What follows belongs to an exercise in optimizing a design on an open flow for small area; a production flow would make more cautious choices. In this exercise RTL edits were held to simulation tests only and were not proved equivalent to the original. Power and IR drop assume default switching activity.

$ cat design.v
`timescale 1ns / 1ps
module MUX2X1(input in0, in1, sel, output out);
        assign out = (~sel & in0) | (sel & in1);
endmodule
`timescale 1ns / 1ps
module MUX4x1( input [0:3] in, input [1:0] s, output out);
    wire w1, w2;
    MUX2X1 m1(in[0], in[1], s[0] ,  w1);
    MUX2X1 m2(in[2], in[3], s[0] ,  w2);
    MUX2X1 m3(w1 , w2 , s[1] , out);
endmodule
`timescale 1ns / 1ps
module SevenSegDecWithEn(
input [1:0] en,
input [3:0] num,
output reg [6:0] segments,
output reg [3:0] anode_active);
always @ (en, num) begin
 if(en == 2'b00)
    anode_active = 4'b1110;
 else if(en == 2'b01)
    anode_active = 4'b1101;
 else if (en == 2'b10)
    anode_active = 4'b1011;
 else  
    anode_active = 4'b0111;
 case(num)
 0: segments = 7'b0000001;
 1: segments = 7'b1001111;
 2: segments = 7'b0010010;
 3: segments = 7'b0000110  ;
 4: segments = 7'b1001100;
 5: segments = 7'b0100100;
 6: segments = 7'b0100000;
 7: segments = 7'b0001111;
 8: segments = 7'b0000000;
 9: segments = 7'b0000100;
 default segments = 7'b1111111;
 endcase 
end
endmodule
`timescale 1ns / 1ps
module ClockDivider #(parameter n = 50000000)(input clk, rst, output reg clk_out, output tick);
parameter WIDTH = $clog2(n);
reg [WIDTH-1:0] count;
always @ (posedge clk, posedge rst) begin
if (rst == 1'b1)
    count <= 0; 
else if (count == n-1)
    count <= 0;
else
    count <= count + 1;
end
always @ (posedge clk, posedge rst) begin
    if (rst)
        clk_out <= 0;
    else if (count == n-1)
        clk_out <= ~ clk_out;
end
assign tick = (count == n-1) && !clk_out;
endmodule 
`timescale 1ns / 1ps
module BinaryCounter #(parameter n = 5, parameter x = 5) (input clk, reset, tick, en, output reg [n-1:0]count);
always @(posedge clk, posedge reset) begin
 if (reset == 1)
    count <= 1'd0; 
 else if(tick == 1 && en == 1)
 begin
    count <= count + 1; 
    if(count == x-1)
        count <= 0;
 end
 else
    count <= count;
end
endmodule
`timescale 1ns / 1ps
module Modulo10Counter #(parameter DIV = 50000000) (input clk, reset, en, output clk_out ,output [3:0]count);
    wire tick;
    ClockDivider #(DIV) c1(.clk(clk), .rst(reset), .clk_out (clk_out), .tick(tick)); 
    BinaryCounter #(4,10) b1(.clk(clk), .reset(reset), .tick(tick), .en(en), .count(count));
endmodule
`timescale 1ns / 1ps
module Modulo6Counter #(parameter DIV = 50000000) (input clk, reset, en,
    output [2:0] count
);
wire clk_out, tick;
     BinaryCounter #(3, 6) DUT (clk, reset, tick, en, count);
 ClockDivider #(DIV) clockkdiv (clk, reset,  clk_out, tick);
endmodule
`timescale 1ns / 1ps
module Modulo4Counter #(parameter DIV = 250000) (input clk, reset, en,
    output [1:0] count, output clk_out
);
wire tick;
ClockDivider #(DIV) clockkdiv (clk, reset,  clk_out, tick);
BinaryCounter #(2, 4) DUT (clk, reset, tick, en, count);     
endmodule
`timescale 1ns / 1ps
module SecMinCounter #(parameter DIV = 50000000) ( input clk,
    input reset,
    input en,
    output [3:0] seconds_units, 
    output [2:0] seconds_tens,
    output [3:0] minutes_units,
    output [2:0] minutes_tens
);
wire one_hz_clk;
reg [3:0] enable;
Modulo10Counter #(DIV) DUT ( .clk( clk) , .reset(reset), .en(enable[0]),
  .count( seconds_units )); 
Modulo6Counter #(DIV) DUT1 ( .clk( clk) , .reset(reset), .en(enable[1]),
  .count( seconds_tens ));   
Modulo10Counter #(DIV) DUT2 ( .clk(clk) , .reset(reset), .en(enable[2]),
  .count( minutes_units ));  
Modulo6Counter #(DIV) DUT3 ( .clk(clk) , .reset(reset), .en(enable[3]),
  .count( minutes_tens ));     
always @(*) begin
    enable[0] = en;
        if (seconds_units == 9 ) begin
            enable[1] = 1;
        end     
        else begin
            enable[1]=0;
        end 
        if (seconds_tens == 5 && seconds_units == 9 ) begin
            enable[2] = 1;
        end    
        else begin
            enable[2] = 0;
        end
        if (minutes_units == 9 && seconds_tens == 5 && seconds_units == 9 ) begin
            enable[3] = 1;
        end    
        else begin
            enable[3] = 0;
        end
    end
endmodule
`timescale 1ns / 1ps
module Digital_clock(input clk, reset, input [1:0] en, output [6:0] segments, output [3:0] anode);
localparam SEC_DIV = 1000;
localparam SCAN_DIV = 5;
wire clk_out;
wire [1:0] x;
wire [3:0] Mux;
wire [3:0] seconds_units;
wire [2:0] seconds_tens;
wire [3:0] minutes_units; 
wire[2:0] minutes_tens;
SevenSegDecWithEn BCD(.en(x),.num(Mux),.segments(segments), .anode_active(anode));
SecMinCounter #(SEC_DIV) secmincounter (.clk(clk), .reset(reset),.en(1'b1),.seconds_units(seconds_units), .seconds_tens(seconds_tens), .minutes_units(minutes_units), .minutes_tens(minutes_tens)); 
Modulo4Counter #(SCAN_DIV) m1(.clk(clk),.reset(reset), .en(1'b1),.count(x), .clk_out(clk_out));
MUX4x1 mux1( .in({seconds_units[0], seconds_tens[0], minutes_units[0], minutes_tens[0]}), .s(x), .out({Mux[0]}));
MUX4x1 mux2( .in({seconds_units[1], seconds_tens[1], minutes_units[1], minutes_tens[1]}), .s(x), .out({Mux[1]}));
MUX4x1 mux3( .in({seconds_units[2], seconds_tens[2], minutes_units[2], minutes_tens[2]}), .s(x), .out({Mux[2]}));
MUX4x1 mux4( .in({seconds_units[3], 1'b0, minutes_units[3], 1'b0}), .s(x), .out({Mux[3]}));
endmodule
$ cat run.sh
#!/bin/bash
# synth_recipe.tcl (not shown) runs the flow's synth.tcl, then flattens the netlist and writes it again
# the make line also repeats each setting of config.mk as NAME=value (left out here)
make -C /OpenROAD-flow-scripts/flow DESIGN_CONFIG=/design/flow/config.mk WORK_HOME=/design/flow/orfs CLKGATE_MAP_FILE= SYNTH_SCRIPT=/design/flow/synth_recipe.tcl finish
$ cat config.mk
export PLATFORM = sky130hd
export DESIGN_NAME = Digital_clock
export DESIGN_NICKNAME = Digital_clock
export VERILOG_FILES = /design/flow/design.v
export SDC_FILE = /design/flow/constraint.sdc
export NUM_CORES = 4
export LEC_CHECK = 0
export CAP_MARGIN = 20
export CORE_MARGIN = 2
export CORE_UTILIZATION = 40
export SLEW_MARGIN = 20
$ cat constraint.sdc
create_clock -name core_clock -period 10.0 [get_ports {clk}]
set_input_delay 2.0000 -clock core_clock [delete_from_list [all_inputs] [get_ports {clk}]]
set_output_delay 2.0000 -clock core_clock [all_outputs]
set_load 0.01 [all_outputs]
==> run summary, run 1 <==
* Post-Syn Instances at 321
* TritonCTS buffer count at 9
* Clock buffer depth at 2
* Layout area overhead at 14.4%
* Ys Warns at 7
* First-pass GRT wire length at 10100 um
* Fin nets at 360
* Final WL at 5840 um
* Remaining Overflow, GRT at 0
* Syn Std Cell Area at 3400 um^2
* Max Freq at 0.211 GHz
* Ys async rst share at 1.00
* Area contributors post-synth: dfrtp_1, ha_1, xor2_1
* Seq/Total Area, Yosys at 0.472
* Minimum clock period at 4740 ps
* RSZ-0062 raised after global routing: no
* Final Hold Viols at 0
* CP Data Required Time at 8000 ps
* Most common cell in the netlist: dfrtp_1
* Die ar. at 9240 um^2
* Setup violators final at 0
* Met2 Resource Use GR at 0.202
* Worst slew margin at 0.441
* GRT Util Overall at 0.139
* Gpl congestion at 0.803
* CP Capture Type: output port
* Cts hold-fix bufs at 0
* Clk sinks at 64
* Setup Skew at 9.13 ps
* Cell count after placement at 434
* Startpoint types: register
* Critical Path Fanout Max at 7
* Share of the synthesized area in the top cell type at 0.472
* Syn Nets at 341
* Pwr Density at 140 nW/um^2
* Static Leak at 1.64 nW
* Share of cells above drive strength 1 at 0.116
* Number of synthesized flops with an enable pin at 0
* Worst Hold Class: register to register
* Initial DRC Count at 118
* Syn_area_per_cell at 10.6 um^2
* Clk latency of the worst-skew pair at 330 ps
* Total chip power at 0.000544 W
* DP HPWL at 3970 um
* Fill cells at 768
* Peak VDD IR at 0.0000778 V
* PnR worst setup slack at 5260 ps
* # resized after CTS at 0
* Unique masters post-synth at 51
* Post-route clock period utilization at 0.474
* Post-synthesis register bit count at 64
* # rows at 33
* Die Y at 96.1 um
* Met3 GRT Util at 0.0282
* Routed wire length per instance at 13.0 um
* CTS tree: built
* Port bufs at 12
* Residual DRC at 0
* Initial antenna violation count at 0
* Layout Cells excl Fill at 450
* Worst Tran Pin Value at 831 ps
* Num ports at 15
* Worst hold slack at 456 ps
* Die X at 96.1 um
* Setup TNS at 0 ps
* Initial core utilization at 0.413
* Pin count of the biggest net entering global routing at 65
* Clk root buf: clkbuf_8
* Vias in the first global route at 2195
* Max-slew violations at 0
* Diode count at 0
* H-tree depth at 3
* Critical path class: register to output port
* Max Cap Viol at 0
* Placeable Area at 8220 um^2
* Ys flop type: dfrtp_1
* Antenna Nets Post-Route at 0
* Vias/cell at 5.19
* Worst slack at placement at 5620 ps
* GR peak layer: met2
* Met1 GRT Util at 0.201
* Worst Path Arrival at 2740 ps
* Setup bufs post-CTS at 0
* Leading area contributor after synthesis: dfrtp_1
* Clk slew on worst S/H paths at 70 ps
* Status: no timing/DRC/antenna violations
* Post-synth top cells: dfrtp_1, nor2_1, nand2_1, xor2_1
* Via count at 2336
* Detailed-router iteration count before antenna repair at 4
-- metal layers --
layer  wire, um  share of wire
met5          0              0
met4        102          0.017
met3        212          0.036
met2       2560           0.44
met1       2970           0.51
-- kinds of logic (layout without fill, tap and decap cells) --
group / count (synthesis) / after routing / share of synthesized area
and+or+nand+nor: 129 / 129 / 0.213
DFF: 64 / 64 / 0.472
AOI/OAI and AO/OA: 44 / 44 / 0.0855
xor gates and xnor gates: 32 / 32 / 0.0847
buffers and inverters: 20 / 44 / 0.0247
adders and majority gates: 16 / 16 / 0.0590
muxes: 16 / 16 / 0.0619
-- worst paths after layout --
kind / from / to / slack (ps) / cells past startpoint
max: m1.DUT.count[0] / segments[3] / 5260 / 7
min: secmincounter.DUT3.clockkdiv.count[0] / secmincounter.DUT3.clockkdiv.count[0] / 460 / 1
max reg2reg: secmincounter.DUT2.c1.count[0] / secmincounter.DUT2.b1.count[2] / 7930 / 5
min reg2reg: secmincounter.DUT3.clockkdiv.count[0] / secmincounter.DUT3.clockkdiv.count[0] / 460 / 1
max in group asynchronous: reset / secmincounter.DUT2.c1.count[0] / 7270 / 3
min in group asynchronous: reset / secmincounter.DUT1.clockkdiv.count[1] / 2220 / 3
-- metrics by stage --
| stage | cell area, um^2 | util |
|---|---|---|
| 3_3_place_gp | 3630 | 0.442 |
| 3_5_place_dp | 3630 | 0.442 |
| 5_1_grt | 3880 | 0.473 |
| 4_1_cts | 3880 | 0.473 |
| 2_1_floorplan | 3400 | - |
| 6_report | 3880 | 0.473 |
-- worst max-delay path: stages (launching register included) --
cell and delay [ps]:
dfrtp_1 530, mux4_2 610, inv_1 150, ha_1 270
nand2_1 60, o21ai_0 90, a21oi_1 160, clkdlybuf4s50_1 550
-- placed cells by master (no fill, tap or decap), types with 2 or more instances in the layout --
cell type and n:
mux2_2 9, nor4_1 5, and3_1 3, xor2_1 17, and2_1 5, nand4_1 8, nor2b_1 8, a31oi_1 2
ha_1 16, nor2_1 30, xnor2_1 14, mux4_2 3, a311oi_1 3, inv_1 13, clkbuf_8 11, o32a_1 2
mux2i_1 3, nand3b_1 2, buf_4 2, dfrtp_1 64, nor3_1 9, or4_4 2, a21oi_1 16, nand4bb_1 2
o21ai_0 10, nand2_1 21, or3_1 4, o41ai_1 2, nand4b_1 2, nand2b_1 4, nand3_1 16, clkdlybuf4s50_1 12
bufinv_16 3
-- flip-flops by register name (all words and copies together), names as in the netlist --
register                              count
m1.DUT.count                              2
m1.clockkdiv.clk_out                      1
m1.clockkdiv.count                        3
secmincounter.DUT.b1.count                4
secmincounter.DUT.c1.clk_out              1
secmincounter.DUT.c1.count               10
secmincounter.DUT1.DUT.count              3
secmincounter.DUT1.clockkdiv.clk_out      1
secmincounter.DUT1.clockkdiv.count       10
secmincounter.DUT2.b1.count               4
secmincounter.DUT2.c1.clk_out             1
secmincounter.DUT2.c1.count              10
secmincounter.DUT3.DUT.count              3
secmincounter.DUT3.clockkdiv.clk_out      1
secmincounter.DUT3.clockkdiv.count       10
-- report_power, final --
part | switching (W) | internal, W | total [W]
clock | 0.000100 | 0.000179 | 0.000279
sequential | 0 | 0.000259 | 0.000259
combinational | 0.00000488 | 0.000000631 | 0.00000551
total | 0.000105 | 0.000438 | 0.000544
-- area by class of cell --
type / count / area (um^2) / area share
clock buffers: 11 / 151 / 0.0390
clock inverters: 5 / 103 / 0.0264
inverters: 14 / 52.6 / 0.0135
multi-input cells: 237 / 1710 / 0.440
flip-flops and latches: 64 / 1600 / 0.412
well taps: 105 / 131 / 0.0338
repair buffers: 14 / 135 / 0.0348
==> run 2: changes to the inputs <==
==> design.v (replaced) <==
`timescale 1ns / 1ps
module Digital_clock(input clk, reset, input [1:0] en, output [6:0] segments, output [3:0] anode);
reg [4:0] j;
reg [1:0] s;
reg [5:0] q;
reg [3:0] su, mu;
reg [2:0] st, mt;
wire step = j[3] & ~j[4];
wire ph9  = j[4] & ~j[3];
wire wrap = step & s[0] & s[1];
wire q49  = q[5] & q[4] & q[0];
wire t0 = ph9 & ~s[0] & ~s[1] & q[4] & q[3] & q[0] & ~q[2] & ~q[1] & ~q[5];
wire t1 = t0 & su[3] & su[0];
wire t2 = t1 & st[2] & st[0];
wire t3 = t2 & mu[3] & mu[0];
always @(posedge clk, posedge reset) begin
    if (reset) begin
        j <= 0; s <= 0; q <= 0; su <= 0; st <= 0; mu <= 0; mt <= 0;
    end else begin
        j <= {j[3:0], ~j[4]};
        s[0] <= s[0] ^ step;
        s[1] <= s[1] ^ (step & s[0]);
        q[0] <= q[0] ^ wrap;
        q[1] <= q[1] ^ (wrap & q[0] & ~q49);
        q[2] <= q[2] ^ (wrap & q[0] & q[1]);
        q[3] <= q[3] ^ (wrap & q[0] & q[1] & q[2]);
        q[4] <= q[4] ^ (wrap & q[0] & (q[1] & q[2] & q[3] | q49));
        q[5] <= q[5] ^ (wrap & q[0] & (q[1] & q[2] & q[3] & q[4] | q49));
        su[0] <= su[0] ^ t0;
        su[1] <= su[1] ^ (t0 & su[0] & ~su[3]);
        su[2] <= su[2] ^ (t0 & su[0] & su[1]);
        su[3] <= su[3] ^ (t0 & su[0] & (su[1] & su[2] | su[3]));
        st[0] <= st[0] ^ t1;
        st[1] <= st[1] ^ (t1 & st[0] & ~st[2]);
        st[2] <= st[2] ^ (t1 & st[0] & (st[1] | st[2]));
        mu[0] <= mu[0] ^ t2;
        mu[1] <= mu[1] ^ (t2 & mu[0] & ~mu[3]);
        mu[2] <= mu[2] ^ (t2 & mu[0] & mu[1]);
        mu[3] <= mu[3] ^ (t2 & mu[0] & (mu[1] & mu[2] | mu[3]));
        mt[0] <= mt[0] ^ t3;
        mt[1] <= mt[1] ^ (t3 & mt[0] & ~mt[2]);
        mt[2] <= mt[2] ^ (t3 & mt[0] & (mt[1] | mt[2]));
    end
end
wire A = ~s[0] & (s[1] ? mu[3] : su[3]);
wire B = s[1] ? (s[0] ? mt[2] : mu[2]) : (s[0] ? st[2] : su[2]);
wire C = s[1] ? (s[0] ? mt[1] : mu[1]) : (s[0] ? st[1] : su[1]);
wire D = s[1] ? (s[0] ? mt[0] : mu[0]) : (s[0] ? st[0] : su[0]);
wire bcd  = B & C & D;
wire bncnd = B & ~C & ~D;
wire zero3 = ~A & ~B & ~C;
assign segments[6] = zero3 & D | bncnd;                
assign segments[5] = B & (C ^ D);                      
assign segments[4] = ~B & C & ~D;                      
assign segments[3] = zero3 & D | bncnd | bcd;          
assign segments[2] = D | B & ~C;                       
assign segments[1] = ~A & ~B & D | ~B & C | C & D;     
assign segments[0] = zero3 | bcd;                      
assign anode = {~(s[1] & s[0]), ~(s[1] & ~s[0]), ~(~s[1] & s[0]), ~(~s[1] & ~s[0])};
endmodule
==> flow/run.sh (new file) <==
#!/bin/bash
# Own layout flow: the standard ORFS flow with two changes.
#  1. Technology mapping uses an area-oriented ABC script (flow/abc_area.script)
#     in place of ORFS's delay-oriented one; the rest of synthesis is unchanged,
#     so the registers keep the standard synthesis's names and cell types.
#  2. Ports are buffered with sky130_fd_sc_hd__buf_1 (every port still gets a buffer).
# Each step's output goes to a log file of its own in this folder.
set -euo pipefail
here=$(pwd)
rm -rf "$here/scripts"
cp -r "$FLOW_HOME/scripts" "$here/scripts"
cp "$here/flow/abc_area.script" "$here/scripts/abc_speed.script"
knobs=(SCRIPTS_DIR="$here/scripts" "BUFFER_PORTS_ARGS=-buffer_cell sky130_fd_sc_hd__buf_1")
bash standard.sh "${knobs[@]}" synth > "$here/synth.log" 2>&1
bash standard.sh "${knobs[@]}" finish > "$here/layout.log" 2>&1
==> flow/abc_area.script (new file) <==
&get -n
&st
&dch
&nf -R 1000
&put
==> standard.sh (new file) <==
#!/bin/bash
# synth_recipe.tcl (not shown) runs the flow's synth.tcl, then flattens the netlist and writes it again
# the make line also repeats each setting of config.mk as NAME=value (left out here)
make -C /OpenROAD-flow-scripts/flow DESIGN_CONFIG=/design/flow/config.mk WORK_HOME=/design/flow/orfs CLKGATE_MAP_FILE= SYNTH_SCRIPT=/design/flow/synth_recipe.tcl "${@:-finish}"
--- a/config.mk
+++ b/config.mk
@@ -8,4 +8,5 @@
 export CAP_MARGIN = 20
 export CORE_MARGIN = 2
-export CORE_UTILIZATION = 40
+export CORE_UTILIZATION = 85
+export CTS_BUF_LIST = sky130_fd_sc_hd__clkbuf_4
 export SLEW_MARGIN = 20
removed: run.sh
==> run 2 against run 1 <==
Compared with the run above: the run now fails in global placement; synthesized cell count shrank 66%; area after synthesis shrank 65%.
==> run summary, run 2 <==
* Status: stopped before the end
* Stopping stage: global placement
* First Error: [ERROR GPL-0301] Utilization 100.484 % exceeds 100%.
* Die X at 41.6 um
* Post-synth top cells: dfrtp_1, nand2_1, ha_1
* Syn Std Cell Area at 1200 um^2
* Die Y at 41.6 um
* Ys async rst share at 1.00
* Ys flop type: dfrtp_1
* Num ports at 15
* Post-synthesis register bit count at 27
* Ys Warns at 1
* Number of synthesized flops with an enable pin at 0
* Initial core utilization at 0.912
* Syn_area_per_cell at 11.1 um^2
* Port bufs at 12
* Syn Nets at 121
* Seq/Total Area, Yosys at 0.563
* # rows at 13
* Most common cell in the netlist: dfrtp_1
* Leading area contributor after synthesis: dfrtp_1
* Share of the synthesized area in the top cell type at 0.563
* Unique masters post-synth at 22
* Area contributors post-synth: dfrtp_1, ha_1, xnor2_1
* Post-Syn Instances at 108
[run 2: kinds of logic after synthesis]
logic type	synth area share
AOI/OAI and AO/OA	0.0740
xor gates and xnor gates	0.0583
adders and majority gates	0.0938
buffers and inverters	0.0187
DFF	0.563
muxes	0.0187
and+or+nand+nor	0.174
==> run 3: changes to the inputs <==
--- a/config.mk
+++ b/config.mk
@@ -9,4 +9,5 @@
 export CORE_MARGIN = 2
 export CORE_UTILIZATION = 85
-export CTS_BUF_LIST = sky130_fd_sc_hd__clkbuf_4
+export CTS_BUF_LIST = sky130_fd_sc_hd__clkbuf_8
+export CTS_CLUSTER_SIZE = 30
 export SLEW_MARGIN = 20
==> run 3 against run 2 <==
Compared with the run above: the flow again stops in global placement; synthesized cell count is the same; area after synthesis unchanged.
==> run summary, run 3 <==
* Stopping stage: global placement
* # rows at 13
* Status: stopped before the end
* Share of the synthesized area in the top cell type at 0.563
* Syn Nets at 121
* Port bufs at 12
* Leading area contributor after synthesis: dfrtp_1
* Seq/Total Area, Yosys at 0.563
* Ys flop type: dfrtp_1
* Initial core utilization at 0.912
* First Error: [ERROR GPL-0301] Utilization 100.484 % exceeds 100%.
* Num ports at 15
* Ys Warns at 1
* Unique masters post-synth at 22
* Post-synthesis register bit count at 27
* Area contributors post-synth: dfrtp_1, ha_1, xnor2_1
* Post-Syn Instances at 108
* Syn Std Cell Area at 1200 um^2
* Die X at 41.6 um
* Post-synth top cells: dfrtp_1, nand2_1, ha_1
* Ys async rst share at 1.00
* Die Y at 41.6 um
* Syn_area_per_cell at 11.1 um^2
* Most common cell in the netlist: dfrtp_1
* Number of synthesized flops with an enable pin at 0
[run 3: cell counts after synthesis]
Identical to the previous run, type by type.
[run 3: logic make-up after synthesis]
family                   after synthesis  synth area share
AND/OR/NAND/NOR                       41             0.174
XOR/XNOR                               8            0.0583
adder cells (fa/ha/maj)                9            0.0938
AO/OA/AOI/OAI                         16            0.0740
buffers and inverters                  6            0.0187
flip-flops                            27             0.563
multiplexers                           1            0.0187
==> run 4: changes to the inputs <==
--- a/config.mk
+++ b/config.mk
@@ -8,5 +8,5 @@
 export CAP_MARGIN = 20
 export CORE_MARGIN = 2
-export CORE_UTILIZATION = 85
+export CORE_UTILIZATION = 70
 export CTS_BUF_LIST = sky130_fd_sc_hd__clkbuf_8
 export CTS_CLUSTER_SIZE = 30
==> run 4 against run 3 <==
Compared with the run above: now clean on timing, DRC and antenna; synthesized cell count did not move; area after synthesis did not move.
==> run summary, run 4 <==
* Remaining Overflow, GRT at 0
* Vias/cell at 5.89
* RSZ-0062 raised after global routing: no
* Max Cap Viol at 0
* Fill cells at 83
* Syn Std Cell Area at 1200 um^2
* Minimum clock period at 4320 ps
* FF+latch area at 676 um^2
* Max Freq at 0.231 GHz
* Ys Warns at 1
* Post-synthesis register bit count at 27
* Max incr delay on CP at 610 ps
* Worst Hold Class: register to register
* Placeable Area at 1560 um^2
* Worst slew margin at 0.391
* Ys async rst share at 1.00
* Final Hold Viols at 0
* Leading area contributor after synthesis: dfrtp_1
* Area contributors post-synth: dfrtp_1, ha_1, xnor2_1
* Num ports at 15
* Final WL at 2120 um
* Syn Nets at 121
* Die ar. at 2060 um^2
* Detailed-router iteration count before antenna repair at 4
* Setup TNS at 0 ps
* Post-route clock period utilization at 0.432
* Die Y at 45.4 um
* Share of the synthesized area in the top cell type at 0.563
* Ys flop type: dfrtp_1
* Initial antenna violation count at 0
* Startpoint types: register
* Peak VDD IR at 0.000125 V
* Port bufs at 12
* Diode count at 0
* Largest registers: q x6, j x5
* Clk slew on worst S/H paths at 80 ps
* Via count at 824
* Most common cell after layout, fill and taps aside: dfrtp_1
* CP Capture Type: output port
* Cell count after placement at 136
* Vias in the first global route at 839
* Critical path class: register to output port
* Seq/Total Area, Yosys at 0.563
* Pin count of the biggest net entering global routing at 28
* H-tree depth at 1
* Max reg flops at 6
* Die X at 45.4 um
* Static Leak at 0.647 nW
* GRT Util Overall at 0.256
* Cts hold-fix bufs at 0
* Most common cell in the netlist: dfrtp_1
* Fin nets at 138
* Cell chain of the critical path: mux4_2 -> a221oi_1 -> nand2_1 -> a21oi_1 -> nand2b_1 -> buf_1
* Unique masters post-synth at 22
* # rows at 14
* Clk sinks at 27
* Worst Path Arrival at 2320 ps
* Initial DRC Count at 32
* Post-synth top cells: dfrtp_1, nand2_1, ha_1
* Worst Tran Pin Value at 907 ps
* Syn_area_per_cell at 11.1 um^2
* DP HPWL at 1570 um
* Max-slew violations at 0
* Residual DRC at 0
* Antenna Nets Post-Route at 0
* Worst hold slack at 360 ps
* CTS tree: built
* Status: no timing/DRC/antenna violations
* Gpl congestion at 0.821
* Share of cells above drive strength 1 at 0.0323
* Layout area overhead at 9.17%
* CP Data Required Time at 8000 ps
* Critical Path Fanout Max at 8
* Largest register by flop count: q
* First-pass GRT wire length at 3660 um
* Setup bufs post-CTS at 0
* Clock buffer depth at 2
* Clk latency of the worst-skew pair at 270 ps
* TritonCTS buffer count at 3
* Setup violators final at 0
* Post-Syn Instances at 108
* Number of synthesized flops with an enable pin at 0
* Crit path max-delay family: multiplexers
* Crit path max-delay cell type: mux4_2
* Routed wire length per instance at 15.1 um
* Pwr Density at 129 nW/um^2
* Layout Cells excl Fill at 140
* Multi-input combinational cell area at 503 um^2
* Initial core utilization at 0.770
* Clk root buf: clkbuf_8
* # resized after CTS at 0
* Worst path buffer plus inverter count at 1
* Setup Skew at 3.19 ps
* Most frequent cells in the layout: dfrtp_1, nand2_1, buf_1, ha_1
## run 4: layout make-up
cell class / count / area share
sequential: 27 / 0.515
multi-input combinational: 75 / 0.384
timing repair buffer: 12 / 0.0344
clock buffer: 3 / 0.0315
inverter: 6 / 0.0172
tap: 16 / 0.0153
clock inverter: 1 / 0.00286
## run 4: cells by family after synthesis
group | synth area share
flip-flops | 0.563
buffers and inverters | 0.0187
AO/OA/AOI/OAI | 0.0740
XOR/XNOR | 0.0583
AND/OR/NAND/NOR | 0.174
adder cells (fa/ha/maj) | 0.0938
multiplexers | 0.0187
## run 4: worst register-to-register path, stage by stage (launching register included)
cell and delay, ps:
dfrtp_1 480, nor2_1 240, clkinv_1 160, or4_1 490, nor4_1 280, and3_1 260, and3_1 210, and3_1 180
ha_1 190, a21oi_1 90, o21ai_0 80, nand2_1 60
## run 4: report_power, final
group | switching, W | internal (W)
sequential | 0 | 0.000109
clock | 0.0000307 | 0.0000275
combinational | 0.00000198 | 0.000000120
total | 0.0000327 | 0.000137
## run 4: final timing paths
kind	startpoint	endpoint	slack [ps]	cells after the start
min reg2reg	j[1]	j[2]	360	0
min	j[1]	j[2]	360	0
max reg2reg	s[0]	mt[1]	7170	11
min in group asynchronous	reset	j[3]	1780	2
max in group asynchronous	reset	q[1]	7800	2
max	s[0]	segments[3]	5680	6
## run 4: per-layer routing
metal | routed length [um] | GRT usage | vias to the layer above
met1 | 910 | 0.340 | 391
met4 | 38 | 0.106 | 0
met5 | 0 | 0 | -
met3 | 107 | 0.0357 | 5
met2 | 1060 | 0.423 | 27
li1 | - | - | 401
## run 4: through the flow
step	util	total power [W]	setup slack [ps]	area, um^2
floorplan	-	0.000113	6150	1200
global placement	0.812	0.000113	6070	1270
detailed placement	0.812	0.000114	6010	1270
CTS	0.841	0.000170	5700	1310
global route	0.841	0.000174	5500	1310
finish	0.841	0.000169	5680	1310
==> run 5: changes to the inputs <==
--- a/config.mk
+++ b/config.mk
@@ -8,6 +8,6 @@
 export CAP_MARGIN = 20
 export CORE_MARGIN = 2
-export CORE_UTILIZATION = 70
-export CTS_BUF_LIST = sky130_fd_sc_hd__clkbuf_8
+export CORE_UTILIZATION = 85
+export CTS_BUF_LIST = sky130_fd_sc_hd__clkbuf_16
 export CTS_CLUSTER_SIZE = 30
 export SLEW_MARGIN = 20
==> run 5 against run 4 <==
Compared with the run above: the flow now stops in global placement; synthesized cell count unchanged; area after synthesis unchanged.
==> run summary, run 5 <==
* Post-Syn Instances at 108
* First Error: [ERROR GPL-0301] Utilization 100.484 % exceeds 100%.
* Post-synth top cells: dfrtp_1, nand2_1, ha_1
* Num ports at 15
* Port bufs at 12
* # rows at 13
* Syn_area_per_cell at 11.1 um^2
* Ys async rst share at 1.00
* Area contributors post-synth: dfrtp_1, ha_1, xnor2_1
* Unique masters post-synth at 22
* Share of the synthesized area in the top cell type at 0.563
* Syn Std Cell Area at 1200 um^2
* Ys Warns at 1
* Ys flop type: dfrtp_1
* Post-synthesis register bit count at 27
* Status: stopped before the end
* Initial core utilization at 0.912
* Die X at 41.6 um
* Stopping stage: global placement
* Die Y at 41.6 um
* Seq/Total Area, Yosys at 0.563
* Leading area contributor after synthesis: dfrtp_1
* Syn Nets at 121
* Most common cell in the netlist: dfrtp_1
* Number of synthesized flops with an enable pin at 0
-- run 5: kinds of logic after synthesis --
family | after synthesis | share of synthesized area
AND/OR/NAND/NOR | 41 | 0.174
AO/OA/AOI/OAI | 16 | 0.0740
flip-flops | 27 | 0.563
buffers and inverters | 6 | 0.0187
adder cells (fa/ha/maj) | 9 | 0.0938
XOR/XNOR | 8 | 0.0583
multiplexers | 1 | 0.0187
==> run 6: changes to the inputs <==
--- a/config.mk
+++ b/config.mk
@@ -7,7 +7,6 @@
 export LEC_CHECK = 0
 export CAP_MARGIN = 20
-export CORE_MARGIN = 2
-export CORE_UTILIZATION = 85
-export CTS_BUF_LIST = sky130_fd_sc_hd__clkbuf_16
-export CTS_CLUSTER_SIZE = 30
+export CORE_AREA = 3 3 61 61
+export CTS_BUF_LIST = sky130_fd_sc_hd__clkbuf_8
+export DIE_AREA = 0 0 64 64
 export SLEW_MARGIN = 20
==> run 6 against run 5 <==
Compared with the run above: now clean on timing, DRC and antenna; synthesized cell count did not move; area after synthesis did not move.
==> run summary, run 6 <==
* Seq/Total Area, Yosys at 0.563
* Share of the synthesized area in the top cell type at 0.563
* Syn Std Cell Area at 1200 um^2
* Setup TNS at 0 ps
* Status: no timing/DRC/antenna violations
* Setup bufs post-CTS at 0
* GRT Util Overall at 0.115
* Clk root buf: clkbuf_8
* Critical path class: register to output port
* Pwr Density at 128 nW/um^2
* Static Leak at 0.642 nW
* Leading area contributor after synthesis: dfrtp_1
* Worst Path Arrival at 2350 ps
* First-pass GRT wire length at 3700 um
* Layout area overhead at 12.4%
* Antenna Nets Post-Route at 0
* Largest registers: q x6, j x5
* Startpoint types: register
* Share of cells above drive strength 1 at 0.0403
* # resized after CTS at 0
* Fill cells at 309
* RSZ-0062 raised after global routing: no
* Critical Path Fanout Max at 8
* Ys async rst share at 1.00
* Post-route clock period utilization at 0.435
* Num ports at 15
* Pin count of the biggest net entering global routing at 28
* Diode count at 0
* # rows at 20
* Vias in the first global route at 849
* Final Util at 0.432
* Worst Tran Pin Value at 936 ps
* Fin nets at 138
* Cell Area, Placed at 1300 um^2
* Residual DRC at 0
* Syn Nets at 121
* Clk sinks at 27
* DP HPWL at 1640 um
* CP Capture Type: output port
* Unique masters post-synth at 22
* Cts hold-fix bufs at 0
* Most common cell after layout, fill and taps aside: dfrtp_1
* Gpl congestion at 0.742
* Die Y at 64 um
* Max Cap Viol at 0
* Worst slew margin at 0.372
* Multi-input combinational cell area at 503 um^2
* Worst Hold Class: register to register
* Max Freq at 0.230 GHz
* Area contributors post-synth: dfrtp_1, ha_1, xnor2_1
* Via count at 828
* Clock buffer depth at 2
* Minimum clock period at 4350 ps
* H-tree depth at 1
* Most frequent cells in the layout: dfrtp_1, nand2_1, buf_1, ha_1
* Ys Warns at 1
* Final Hold Viols at 0
* Worst slack at placement at 5970 ps
* Final WL at 2130 um
* Post-synth top cells: dfrtp_1, nand2_1, ha_1
* Largest register by flop count: q
* Initial antenna violation count at 0
* FF+latch area at 676 um^2
* Initial core utilization at 0.384
* Port bufs at 12
* Initial DRC Count at 40
* Routed wire length per instance at 12.7 um
* Detailed-router iteration count before antenna repair at 4
* Die ar. at 4100 um^2
* Vias/cell at 4.93
* Max reg flops at 6
* Remaining Overflow, GRT at 0
* Placeable Area at 3130 um^2
* CTS tree: built
* Design area at 1350 um^2
* Clk latency of the worst-skew pair at 270 ps
* Die X at 64 um
* Max-slew violations at 0
* TritonCTS buffer count at 3
* Setup violators final at 0
* Total chip power at 0.000173 W
* Number of synthesized flops with an enable pin at 0
* Clk slew on worst S/H paths at 90 ps
* Peak VDD IR at 0.000108 V
* CP Data Required Time at 8000 ps
* Post-Syn Instances at 108
* Most common cell in the netlist: dfrtp_1
* PnR worst setup slack at 5650 ps
* Setup Skew at 2.98 ps
* Ys flop type: dfrtp_1
* Post-synthesis register bit count at 27
* Syn_area_per_cell at 11.1 um^2
run 6: worst paths after layout:
path	from	to	slack, ps	depth (start not counted)
hold / removal	j[2]	j[3]	360	0
setup reg to reg	s[0]	mt[1]	7160	11
setup / recovery	s[0]	segments[3]	5650	6
min in group asynchronous	reset	mu[0]	1780	2
max in group asynchronous	reset	q[5]	7790	2
hold reg to reg	j[2]	j[3]	360	0
run 6: report_power, final:
part	total [W]	switching [W]	internal, W
combinational	0.00000215	0.00000203	0.000000120
sequential	0.000109	0	0.000109
clock	0.0000621	0.0000338	0.0000283
run 6: final cells by class:
| class | count | area share |
|---|---|---|
| Multi-Input combinational cell | 75 | 0.373 |
| Timing Repair Buffer | 12 | 0.0334 |
| Tap cell | 44 | 0.0408 |
| Clock buffer | 3 | 0.0306 |
| Sequential cell | 27 | 0.500 |
| Inverter | 6 | 0.0167 |
| Clock inverter | 1 | 0.00556 |
run 6: cells by family (layout without fill, tap and decap cells):
kind of cell | after synthesis | after routing | synth area share
xor gates and xnor gates | 8 | 8 | 0.0583
buffers and inverters | 6 | 22 | 0.0187
adders and majority gates | 9 | 9 | 0.0938
muxes | 1 | 1 | 0.0187
DFF | 27 | 27 | 0.563
and+or+nand+nor | 41 | 41 | 0.174
AOI/OAI and AO/OA | 16 | 16 | 0.0740
run 6: per-layer routing:
layer,share of wire,routed length (um),track usage,up-vias
met5,0,0,0,-
met4,0.0047,10,0.0323,0
met3,0.031,67,0.0334,2
met2,0.51,1080,0.201,10
met1,0.46,971,0.135,411
li1,-,-,-,405
run 6: worst max-delay path, stage by stage, from the launching register on:
cell and delay (ps):
dfrtp_1 500, mux4_2 600, a221oi_1 350, nand2_1 130, a21oi_1 210, nand2b_1 140
buf_1 150
run 6: through the flow:
| step | hold WS [ps] | std cells |
|---|---|---|
| 2_1_floorplan | 331 | 108 |
| 3_3_place_gp | 337 | 164 |
| 3_5_place_dp | 336 | 164 |
| 4_1_cts | 362 | 168 |
| 5_1_grt | 371 | 168 |
| 6_report | 357 | 168 |

[static timing again, ports no longer ideal]
Ports are ideal in the flow. The routed layouts listed here were re-timed in OpenROAD. Step 1 sets driving cells, clkbuf_16 on the clock port and buf_2 on the other inputs (assumed; they add their load-dependent delay and slew). Step 2 adds t to the input delays and takes it off the output delays; t is the mean of the earliest and latest rising clock arrival at the registers after step 1. Input paths then give back, and output paths get back, about the clock's delay inside the block. Slacks: no drivers / after step 1 / after step 2; pairs: no drivers / after step 1.
run | t (ns) | slack for setup (ns) | clock arrival spread, ns | worst register clock-pin slew, ns
run 1 | 0.358 | 5.262 / 5.232 / 5.590 | 0.010 / 0.010 | 0.08 / 0.08
run 4 | 0.290 | 5.676 / 5.652 / 5.942 | 0.003 / 0.003 | 0.08 / 0.08
run 6 | 0.291 | 5.650 / 5.627 / 5.919 | 0.003 / 0.003 | 0.09 / 0.09
After both steps every run listed still meets setup and hold.
